Background: an optimization exercise with open tools, aiming at small area and a short achievable clock period. Do not read the settings as production practice. At most, simulation tests tie the RTL to the original design; equivalence was not proved. No activity file was given, so power comes from the tool's default toggle rates.

// LabFPGA2
module LabFPGA2 #(
	parameter int WIDTH = 24,
	parameter int DIVIDER = 40
)(
	input		logic					clk_i,
										rst_i,
										en_reg_i,
										sw_reg_b_i,
										slct_op_i,
										slct_byte_i,
										slct_sb_i,
	input		logic	[3:0]			cntrl_alu_i,
	input		logic	[3:0]			op_i,
	output	logic	[3:0]			flag_o,
	output	logic	[41:0]		display_o,
	output	logic	[1:0]			counter_slct_op_o,
										counter_slct_byte_o,
	output 	logic					sb_op_o
);
Size in the first run: roughly 1600 cells after synthesis, ~0.0098 sq mm of cells after synthesis.
==> flow/config.mk <==
export PLATFORM = sky130hd
export DESIGN_NAME = LabFPGA2
export DESIGN_NICKNAME = LabFPGA2
export VERILOG_FILES = /design/flow/design.v
export SDC_FILE = /design/flow/constraint.sdc
export NUM_CORES = 4
export LEC_CHECK = 0
export CAP_MARGIN = 20
export CORE_MARGIN = 2
export CORE_UTILIZATION = 40
export SLEW_MARGIN = 20
export SYNTH_HIERARCHICAL = 1
==> flow/constraint.sdc <==
create_clock -name core_clock -period 12.0 [get_ports {clk_i}]
set_input_delay 2.4000 -clock core_clock [delete_from_list [all_inputs] [get_ports {clk_i}]]
set_output_delay 2.4000 -clock core_clock [all_outputs]
set_load 0.01 [all_outputs]
standard.sh (not shown) runs the stock make flow with config.mk's settings and CLKGATE_MAP_FILE= SYNTH_SCRIPT=/design/flow/synth_recipe.tcl, a recipe that flattens the netlist after the stock synthesis.
==> flow/flow/run.sh <==
#!/bin/bash
# Own layout flow: the standard ORFS flow (standard.sh) with
#  - the standard synthesis script (synth_recipe.tcl, hierarchical), but ABC's mapping run
#    on each module separately: flow/abc_dp.script on the operand
#    datapath alu_dp, flow/abc_area.script on alu_out and the top module, without the
#    slow cells listed in flow/dont_use.txt; and no full/half-adder cell extraction;
#  - port buffers of type buf_2;
#  - extra ORFS settings from flow/knobs.txt (one VAR=value per line).
# The make output goes to flow_make.log; ORFS keeps each step's log under orfs/logs.
set -euo pipefail
W=$(pwd)
cat > "$W/my_synth.tcl" <<EOT
proc abc {args} {
  set i [lsearch -exact \$args -script]
  set j [expr {\$i + 1}]
  set a [lreplace \$args \$j \$j $W/flow/abc_area.script]
  set f [open $W/flow/dont_use.txt r]
  foreach c [split [string trim [read \$f]]] { if {\$c ne ""} { lappend a -dont_use \$c } }
  close \$f
  set d [lreplace \$a \$j \$j $W/flow/abc_dp.script]
  yosys abc {*}\$d alu_dp
  yosys abc {*}\$a alu_out
  yosys abc {*}\$a LabFPGA2
}
source $W/synth_recipe.tcl
EOT
KNOBS=()
while IFS= read -r line; do
  [[ -z "$line" || "$line" == \#* ]] && continue
  KNOBS+=("$line")
done < "$W/flow/knobs.txt"
bash "$W/standard.sh" \
  "SYNTH_SCRIPT=$W/my_synth.tcl" \
  "ADDER_MAP_FILE=" \
  "BUFFER_PORTS_ARGS=-buffer_cell sky130_fd_sc_hd__buf_2" \
  "${KNOBS[@]}" \
  finish > "$W/flow_make.log" 2>&1
==> flow/flow/dont_use.txt <==
sky130_fd_sc_hd__a222oi_1 sky130_fd_sc_hd__or4_1 sky130_fd_sc_hd__or4_2 sky130_fd_sc_hd__or4_4 sky130_fd_sc_hd__or4b_1 sky130_fd_sc_hd__or4b_2 sky130_fd_sc_hd__or4b_4 sky130_fd_sc_hd__or4bb_1 sky130_fd_sc_hd__or4bb_2 sky130_fd_sc_hd__or4bb_4 sky130_fd_sc_hd__or3_1 sky130_fd_sc_hd__or3_2 sky130_fd_sc_hd__or3_4 sky130_fd_sc_hd__or3b_1 sky130_fd_sc_hd__or3b_2 sky130_fd_sc_hd__or3b_4 sky130_fd_sc_hd__mux4_1 sky130_fd_sc_hd__mux4_2 sky130_fd_sc_hd__mux4_4 sky130_fd_sc_hd__nor4_1 sky130_fd_sc_hd__nor4_2 sky130_fd_sc_hd__nor4_4 sky130_fd_sc_hd__nor4b_1 sky130_fd_sc_hd__nor4b_2 sky130_fd_sc_hd__nor4b_4 sky130_fd_sc_hd__nor4bb_1 sky130_fd_sc_hd__nor4bb_2 sky130_fd_sc_hd__nor4bb_4 sky130_fd_sc_hd__a2111oi_0 sky130_fd_sc_hd__a2111oi_1 sky130_fd_sc_hd__a2111oi_2 sky130_fd_sc_hd__a2111oi_4 sky130_fd_sc_hd__o2111ai_1 sky130_fd_sc_hd__o2111ai_2 sky130_fd_sc_hd__o2111ai_4 sky130_fd_sc_hd__a2111o_1 sky130_fd_sc_hd__a2111o_2 sky130_fd_sc_hd__a2111o_4 sky130_fd_sc_hd__o2111a_1 sky130_fd_sc_hd__o2111a_2 sky130_fd_sc_hd__o2111a_4
==> flow/flow/knobs.txt <==
ABC_AREA=1
SETUP_SLACK_MARGIN=3.8
CORE_UTILIZATION=65
CTS_BUF_LIST=sky130_fd_sc_hd__clkbuf_8
CTS_CLUSTER_SIZE=40
Other scripts of this flow, unchanged in this note and not shown: flow/flow/abc_area.script, flow/flow/abc_dp.script
Edit:
==> flow/flow/dont_use.txt (replaced) <==
sky130_fd_sc_hd__a222oi_1 sky130_fd_sc_hd__or4_1 sky130_fd_sc_hd__or4_2 sky130_fd_sc_hd__or4_4 sky130_fd_sc_hd__or4b_1 sky130_fd_sc_hd__or4b_2 sky130_fd_sc_hd__or4b_4 sky130_fd_sc_hd__or4bb_1 sky130_fd_sc_hd__or4bb_2 sky130_fd_sc_hd__or4bb_4 sky130_fd_sc_hd__or3_1 sky130_fd_sc_hd__or3_2 sky130_fd_sc_hd__or3_4 sky130_fd_sc_hd__or3b_1 sky130_fd_sc_hd__or3b_2 sky130_fd_sc_hd__or3b_4 sky130_fd_sc_hd__mux4_1 sky130_fd_sc_hd__mux4_2 sky130_fd_sc_hd__mux4_4 sky130_fd_sc_hd__nor4_1 sky130_fd_sc_hd__nor4_2 sky130_fd_sc_hd__nor4_4 sky130_fd_sc_hd__nor4b_1 sky130_fd_sc_hd__nor4b_2 sky130_fd_sc_hd__nor4b_4 sky130_fd_sc_hd__nor4bb_1 sky130_fd_sc_hd__nor4bb_2 sky130_fd_sc_hd__nor4bb_4 sky130_fd_sc_hd__a2111oi_0 sky130_fd_sc_hd__a2111oi_1 sky130_fd_sc_hd__a2111oi_2 sky130_fd_sc_hd__a2111oi_4 sky130_fd_sc_hd__o2111ai_1 sky130_fd_sc_hd__o2111ai_2 sky130_fd_sc_hd__o2111ai_4 sky130_fd_sc_hd__a2111o_1 sky130_fd_sc_hd__a2111o_2 sky130_fd_sc_hd__a2111o_4 sky130_fd_sc_hd__o2111a_1 sky130_fd_sc_hd__o2111a_2 sky130_fd_sc_hd__o2111a_4 sky130_fd_sc_hd__or2_0 sky130_fd_sc_hd__or2_1 sky130_fd_sc_hd__or2_2 sky130_fd_sc_hd__or2_4 sky130_fd_sc_hd__and2_0 sky130_fd_sc_hd__and2_1 sky130_fd_sc_hd__and2_2 sky130_fd_sc_hd__and2_4
--- a/flow/flow/knobs.txt
+++ b/flow/flow/knobs.txt
@@ -2 +2 @@
-SETUP_SLACK_MARGIN=3.8
+SETUP_SLACK_MARGIN=4
- final area went up by 2.4%
- utilization went down by 0.20 points
- flip-flop and latch count is unchanged
- maximum frequency went up by 1.2%
- critical path depth went down by 15
- final cell count went up by 2.3%
- sequential power is about the same
- first-iteration DRC count went up by about 6%
- non-clock buffer count went up by 5
- power went up by 2.8%
- synthesized area went up by 0.42%
Edit:
==> flow/flow/dont_use.txt (replaced) <==
sky130_fd_sc_hd__a222oi_1 sky130_fd_sc_hd__or4_1 sky130_fd_sc_hd__or4_2 sky130_fd_sc_hd__or4_4 sky130_fd_sc_hd__or4b_1 sky130_fd_sc_hd__or4b_2 sky130_fd_sc_hd__or4b_4 sky130_fd_sc_hd__or4bb_1 sky130_fd_sc_hd__or4bb_2 sky130_fd_sc_hd__or4bb_4 sky130_fd_sc_hd__or3_1 sky130_fd_sc_hd__or3_2 sky130_fd_sc_hd__or3_4 sky130_fd_sc_hd__or3b_1 sky130_fd_sc_hd__or3b_2 sky130_fd_sc_hd__or3b_4 sky130_fd_sc_hd__mux4_1 sky130_fd_sc_hd__mux4_2 sky130_fd_sc_hd__mux4_4 sky130_fd_sc_hd__nor4_1 sky130_fd_sc_hd__nor4_2 sky130_fd_sc_hd__nor4_4 sky130_fd_sc_hd__nor4b_1 sky130_fd_sc_hd__nor4b_2 sky130_fd_sc_hd__nor4b_4 sky130_fd_sc_hd__nor4bb_1 sky130_fd_sc_hd__nor4bb_2 sky130_fd_sc_hd__nor4bb_4 sky130_fd_sc_hd__a2111oi_0 sky130_fd_sc_hd__a2111oi_1 sky130_fd_sc_hd__a2111oi_2 sky130_fd_sc_hd__a2111oi_4 sky130_fd_sc_hd__o2111ai_1 sky130_fd_sc_hd__o2111ai_2 sky130_fd_sc_hd__o2111ai_4 sky130_fd_sc_hd__a2111o_1 sky130_fd_sc_hd__a2111o_2 sky130_fd_sc_hd__a2111o_4 sky130_fd_sc_hd__o2111a_1 sky130_fd_sc_hd__o2111a_2 sky130_fd_sc_hd__o2111a_4
Global-route usage came out lower by 1.6 points.
Sequential power barely changes.
Non-clock buffer count came out lower by 2.
Wire length came out lower by 3.3%.
Edit:
--- a/flow/flow/knobs.txt
+++ b/flow/flow/knobs.txt
@@ -5,0 +6 @@
+BUFFER_PORTS_ARGS=-buffer_cell sky130_fd_sc_hd__buf_1
Outcome:
- The new run went through all stages and came out clean
- final cell count is higher by 0.80%
- global-route usage climbs by 0.50 points
- clock skew increases by 0.0082 ns
- setup slack gets worse by 0.13 ns
- die area stays the same
- area after synthesis stays the same
- sequential share of layout area hardly moves
- sequential cell count does not change
- sequential power hardly moves

========
LabFPGA2, a different RTL version from the one above (not shown whole).
Size in the first run: roughly 66 I/O pins, ~0.011 mm^2 of cells after synthesis.
export LEC_CHECK = 0
export CAP_MARGIN = 20
export CORE_MARGIN = 2
export CORE_UTILIZATION = 40
export SLEW_MARGIN = 20
export SYNTH_HIERARCHICAL = 1
create_clock -name core_clock -period 12.0 [get_ports {clk_i}]
==> flow/flow/run.sh <==
#!/bin/bash
# Own layout flow: the standard ORFS flow (standard.sh) with
#  - the standard synthesis script (synth_recipe.tcl, hierarchical), but ABC's mapping run
#    with flow/abc_dp.script (delay oriented) on the operand datapath module alu_dp and
#    with flow/abc_area.script (area oriented) on the top module, and no full/half-adder
#    cell extraction;
#  - port buffers of type buf_2;
#  - extra ORFS settings from flow/knobs.txt (one VAR=value per line).
# The make output goes to flow_make.log; ORFS keeps each step's log under orfs/logs.
set -euo pipefail
W=$(pwd)
cat > "$W/my_synth.tcl" <<EOT
proc abc {args} {
  set i [lsearch -exact \$args -script]
  set a_top [lreplace \$args [expr {\$i+1}] [expr {\$i+1}] $W/flow/abc_area.script]
  set a_dp  [lreplace \$args [expr {\$i+1}] [expr {\$i+1}] $W/flow/abc_dp.script]
  yosys abc {*}\$a_dp alu_dp
  yosys abc {*}\$a_top LabFPGA2
}
source $W/synth_recipe.tcl
EOT
KNOBS=()
while IFS= read -r line; do
  [[ -z "$line" || "$line" == \#* ]] && continue
  KNOBS+=("$line")
done < "$W/flow/knobs.txt"
bash "$W/standard.sh" \
  "SYNTH_SCRIPT=$W/my_synth.tcl" \
  "ADDER_MAP_FILE=" \
  "BUFFER_PORTS_ARGS=-buffer_cell sky130_fd_sc_hd__buf_2" \
  "${KNOBS[@]}" \
  finish > "$W/flow_make.log" 2>&1
==> flow/flow/abc_area.script <==
strash
&get -n
&st
&dch -f
&nf -R 1000 -p
&put
mfs2
strash
&get -n
&dch -f
&nf -R 1000 -p
&put
topo
stime -c
buffer -c
upsize -c
dnsize -c
==> flow/flow/abc_dp.script <==
&get -n
&st
&dch
&nf
&st
&syn2
&if -g -K 6
&synch2
&nf
&st
&syn2
&if -g -K 6
&synch2
&nf
&st
&syn2
&if -g -K 6
&synch2
&nf
&st
&syn2
&if -g -K 6
&synch2
&nf
&st
&syn2
&if -g -K 6
&synch2
&nf
&put
buffer -c
topo
stime -c
upsize -c
dnsize -c
==> flow/flow/knobs.txt <==
ABC_AREA=1
SETUP_SLACK_MARGIN=4
Change:
==> flow/flow/knobs.txt (replaced) <==
ABC_AREA=1
SETUP_SLACK_MARGIN=4
CORE_UTILIZATION=65
CTS_BUF_LIST=sky130_fd_sc_hd__clkbuf_8
CTS_CLUSTER_SIZE=40
Effect: Combinational power stays flat. Wire length decreases by about 0.35%. Clock skew is about the same. Utilization increases by 26 points.
No run of this note included a check of the RTL's function; only the layout flow was run.

========
LabFPGA2, a different RTL version from the one above (not shown whole).
For scale: roughly 1500 cells after synthesis, ~66 I/O pins, ~0.0096 mm² of cells after synthesis.
## LabFPGA2
module LabFPGA2 #(
	parameter int WIDTH = 24,
	parameter int DIVIDER = 40
)(
	input		logic					clk_i,
										rst_i,
										en_reg_i,
										sw_reg_b_i,
										slct_op_i,
										slct_byte_i,
										slct_sb_i,
	input		logic	[3:0]			cntrl_alu_i,
	input		logic	[3:0]			op_i,
	output	logic	[3:0]			flag_o,
	output	logic	[41:0]		display_o,
	output	logic	[1:0]			counter_slct_op_o,
										counter_slct_byte_o,
	output 	logic					sb_op_o
);
==> flow/config.mk <==
export PLATFORM = sky130hd
export DESIGN_NAME = LabFPGA2
export DESIGN_NICKNAME = LabFPGA2
export VERILOG_FILES = /design/flow/design.v
export SDC_FILE = /design/flow/constraint.sdc
export NUM_CORES = 4
export LEC_CHECK = 0
export CAP_MARGIN = 20
export CORE_MARGIN = 2
export CORE_UTILIZATION = 40
export SLEW_MARGIN = 20
export SYNTH_HIERARCHICAL = 1
==> flow/constraint.sdc <==
create_clock -name core_clock -period 12.0 [get_ports {clk_i}]
set_input_delay 2.4000 -clock core_clock [delete_from_list [all_inputs] [get_ports {clk_i}]]
set_output_delay 2.4000 -clock core_clock [all_outputs]
set_load 0.01 [all_outputs]
==> flow/flow/run.sh <==
#!/bin/bash
# Own layout flow: the standard ORFS flow (standard.sh) with
#  - the standard synthesis script (synth_recipe.tcl, hierarchical), but ABC's mapping run
#    on each module separately: flow/abc_dp.script on the operand
#    datapath alu_dp, flow/abc_area.script on alu_out and the top module, without the
#    slow cells listed in flow/dont_use.txt; and no full/half-adder cell extraction;
#  - port buffers of type buf_2;
#  - extra ORFS settings from flow/knobs.txt (one VAR=value per line).
# The make output goes to flow_make.log; ORFS keeps each step's log under orfs/logs.
set -euo pipefail
W=$(pwd)
cat > "$W/my_synth.tcl" <<EOT
proc abc {args} {
  set i [lsearch -exact \$args -script]
  set j [expr {\$i + 1}]
  set a [lreplace \$args \$j \$j $W/flow/abc_area.script]
  set f [open $W/flow/dont_use.txt r]
  foreach c [split [string trim [read \$f]]] { if {\$c ne ""} { lappend a -dont_use \$c } }
  close \$f
  set d [lreplace \$a \$j \$j $W/flow/abc_dp.script]
  yosys abc {*}\$d alu_dp
  yosys abc {*}\$a alu_out
  yosys abc {*}\$a LabFPGA2
}
source $W/synth_recipe.tcl
EOT
KNOBS=()
while IFS= read -r line; do
  [[ -z "$line" || "$line" == \#* ]] && continue
  KNOBS+=("$line")
done < "$W/flow/knobs.txt"
bash "$W/standard.sh" \
  "SYNTH_SCRIPT=$W/my_synth.tcl" \
  "ADDER_MAP_FILE=" \
  "BUFFER_PORTS_ARGS=-buffer_cell sky130_fd_sc_hd__buf_2" \
  "${KNOBS[@]}" \
  finish > "$W/flow_make.log" 2>&1
==> flow/flow/abc_area.script <==
strash
&get -n
&st
&dch -f
&nf -R 1000 -p
&put
mfs2
strash
&get -n
&dch -f
&nf -R 1000 -p
&put
topo
stime -c
dnsize -c
==> flow/flow/abc_dp.script <==
strash
&get -n
&st
&dch -f
&nf -R 1000 -p
&put
mfs2
strash
&get -n
&dch -f
&nf -R 1000 -p
&put
topo
stime -c
dnsize -c
==> flow/flow/dont_use.txt <==
sky130_fd_sc_hd__a222oi_1 sky130_fd_sc_hd__or4_1 sky130_fd_sc_hd__or4_2 sky130_fd_sc_hd__or4_4 sky130_fd_sc_hd__or4b_1 sky130_fd_sc_hd__or4b_2 sky130_fd_sc_hd__or4b_4 sky130_fd_sc_hd__or4bb_1 sky130_fd_sc_hd__or4bb_2 sky130_fd_sc_hd__or4bb_4 sky130_fd_sc_hd__or3_1 sky130_fd_sc_hd__or3_2 sky130_fd_sc_hd__or3_4 sky130_fd_sc_hd__or3b_1 sky130_fd_sc_hd__or3b_2 sky130_fd_sc_hd__or3b_4 sky130_fd_sc_hd__mux4_1 sky130_fd_sc_hd__mux4_2 sky130_fd_sc_hd__mux4_4 sky130_fd_sc_hd__nor4_1 sky130_fd_sc_hd__nor4_2 sky130_fd_sc_hd__nor4_4 sky130_fd_sc_hd__nor4b_1 sky130_fd_sc_hd__nor4b_2 sky130_fd_sc_hd__nor4b_4 sky130_fd_sc_hd__nor4bb_1 sky130_fd_sc_hd__nor4bb_2 sky130_fd_sc_hd__nor4bb_4 sky130_fd_sc_hd__a2111oi_0 sky130_fd_sc_hd__a2111oi_1 sky130_fd_sc_hd__a2111oi_2 sky130_fd_sc_hd__a2111oi_4 sky130_fd_sc_hd__o2111ai_1 sky130_fd_sc_hd__o2111ai_2 sky130_fd_sc_hd__o2111ai_4 sky130_fd_sc_hd__a2111o_1 sky130_fd_sc_hd__a2111o_2 sky130_fd_sc_hd__a2111o_4 sky130_fd_sc_hd__o2111a_1 sky130_fd_sc_hd__o2111a_2 sky130_fd_sc_hd__o2111a_4
==> flow/flow/knobs.txt <==
ABC_AREA=1
SETUP_SLACK_MARGIN=4
CORE_UTILIZATION=65
CTS_BUF_LIST=sky130_fd_sc_hd__clkbuf_8
CTS_CLUSTER_SIZE=40
Rerun with:
--- a/flow/flow/run.sh
+++ b/flow/flow/run.sh
@@ -3,3 +3,3 @@
 #  - the standard synthesis script (synth_recipe.tcl, hierarchical), but ABC's mapping run
-#    on each module separately: flow/abc_dp.script on the operand
+#    on each module separately: flow/abc_dp.script (delay oriented) on the operand
 #    datapath alu_dp, flow/abc_area.script on alu_out and the top module, without the
--- a/flow/flow/abc_area.script
+++ b/flow/flow/abc_area.script
@@ -14,2 +14,4 @@
 stime -c
+buffer -c
+upsize -c
 dnsize -c
==> flow/flow/abc_dp.script (replaced) <==
strash
dch
map
topo
stime -c
buffer -c
upsize -c
dnsize -c
==> flow/flow/knobs.txt (replaced) <==
ABC_AREA=1
SETUP_SLACK_MARGIN=4.5
CORE_UTILIZATION=65
CTS_BUF_LIST=sky130_fd_sc_hd__clkbuf_8
CTS_CLUSTER_SIZE=40
After rerunning: Critical path depth went up by 1; utilization went up by 2.7 points; wire length went up by about 25%; die area went up by about 14%; combinational power went up by 19%; synthesized cell count went up by about 20%.
Rerun with:
--- a/flow/flow/run.sh
+++ b/flow/flow/run.sh
@@ -3,5 +3,5 @@
 #  - the standard synthesis script (synth_recipe.tcl, hierarchical), but ABC's mapping run
-#    on each module separately: flow/abc_dp.script (delay oriented) on the operand
-#    datapath alu_dp, flow/abc_area.script on alu_out and the top module, without the
-#    slow cells listed in flow/dont_use.txt; and no full/half-adder cell extraction;
+#    per module: flow/abc_dp.script on the operand datapath alu_dp, flow/abc_out.script
+#    on the result/display logic alu_out and flow/abc_area.script on the top module;
+#    no full/half-adder cell extraction;
 #  - port buffers of type buf_2;
@@ -15,10 +15,5 @@
   set j [expr {\$i + 1}]
-  set a [lreplace \$args \$j \$j $W/flow/abc_area.script]
-  set f [open $W/flow/dont_use.txt r]
-  foreach c [split [string trim [read \$f]]] { if {\$c ne ""} { lappend a -dont_use \$c } }
-  close \$f
-  set d [lreplace \$a \$j \$j $W/flow/abc_dp.script]
-  yosys abc {*}\$d alu_dp
-  yosys abc {*}\$a alu_out
-  yosys abc {*}\$a LabFPGA2
+  yosys abc {*}[lreplace \$args \$j \$j $W/flow/abc_dp.script] alu_dp
+  yosys abc {*}[lreplace \$args \$j \$j $W/flow/abc_out.script] alu_out
+  yosys abc {*}[lreplace \$args \$j \$j $W/flow/abc_area.script] LabFPGA2
 }
==> flow/flow/abc_out.script (new file) <==
strash
&get -n
&st
&dch -f
&nf -R 1000 -p
&put
mfs2
strash
&get -n
&dch -f
&nf -R 1000 -p
&put
topo
stime -c
buffer -c
upsize -c
dnsize -c
==> flow/flow/knobs.txt (replaced) <==
ABC_AREA=1
SETUP_SLACK_MARGIN=5
removed: flow/flow/dont_use.txt
Outcome: Final cell count drops by 1.2%; clock power increases by 30%; final area decreases by 1.2%; non-clock buffer count came out lower by 21; fmax came out higher by 0.46%; sequential power is about the same; clock skew went down by 8.6 ps; wire length goes down by 5.9%; setup slack gains 35 ps; area after synthesis went down by 1.9%.

==> static timing again, ports no longer ideal <==
The results above use ideal ports. As a check the final layouts listed here were re-extracted and re-timed, cells and wires unchanged.
Step 1 assumes that a clkbuf_16 drives the clock port and a buf_2 every other input.
Step 2 also shifts input and output timing later by t, the mid clock arrival at the registers, as if the neighbouring blocks saw the same clock.
a / b / c = ideal / step 1 / step 2; a / b = the first two.
run	t, ns	setup WS [ns]	latest minus earliest clock arrival (ns)	worst register clock-pin slew, ns	worst slew at a driven data input, ns
the first run of note 1	0.394	4.034 / 4.000 / 4.023	0.006 / 0.006	0.08 / 0.08	0.03
the second run of note 1	0.403	4.129 / 4.107 / 4.107	0.008 / 0.008	0.09 / 0.09	0.03
the third run of note 1	0.383	4.181 / 4.151 / 4.233	0.009 / 0.009	0.09 / 0.09	0.03
the fourth run of note 1	0.395	4.056 / 4.020 / 4.097	0.017 / 0.018	0.10 / 0.10	0.03
the first run of note 2	0.399	3.977 / 3.930 / 4.116	0.014 / 0.014	0.08 / 0.08	0.03
the second run of note 2	0.413	4.006 / 3.967 / 4.118	0.013 / 0.013	0.10 / 0.10	0.04
the first run of note 3	0.394	4.007 / 3.983 / 3.983	0.009 / 0.009	0.08 / 0.08	0.03
the second run of note 3	0.386	4.284 / 4.225 / 4.225	0.017 / 0.017	0.10 / 0.10	0.08
the third run of note 3	0.377	4.319 / 4.258 / 4.258	0.008 / 0.008	0.07 / 0.07	0.06
After both steps every run listed still meets setup and hold. The setup slack of the third run of note 3, which loses most, moves by -0.061 ns with the drivers and by -0.061 ns with both steps.
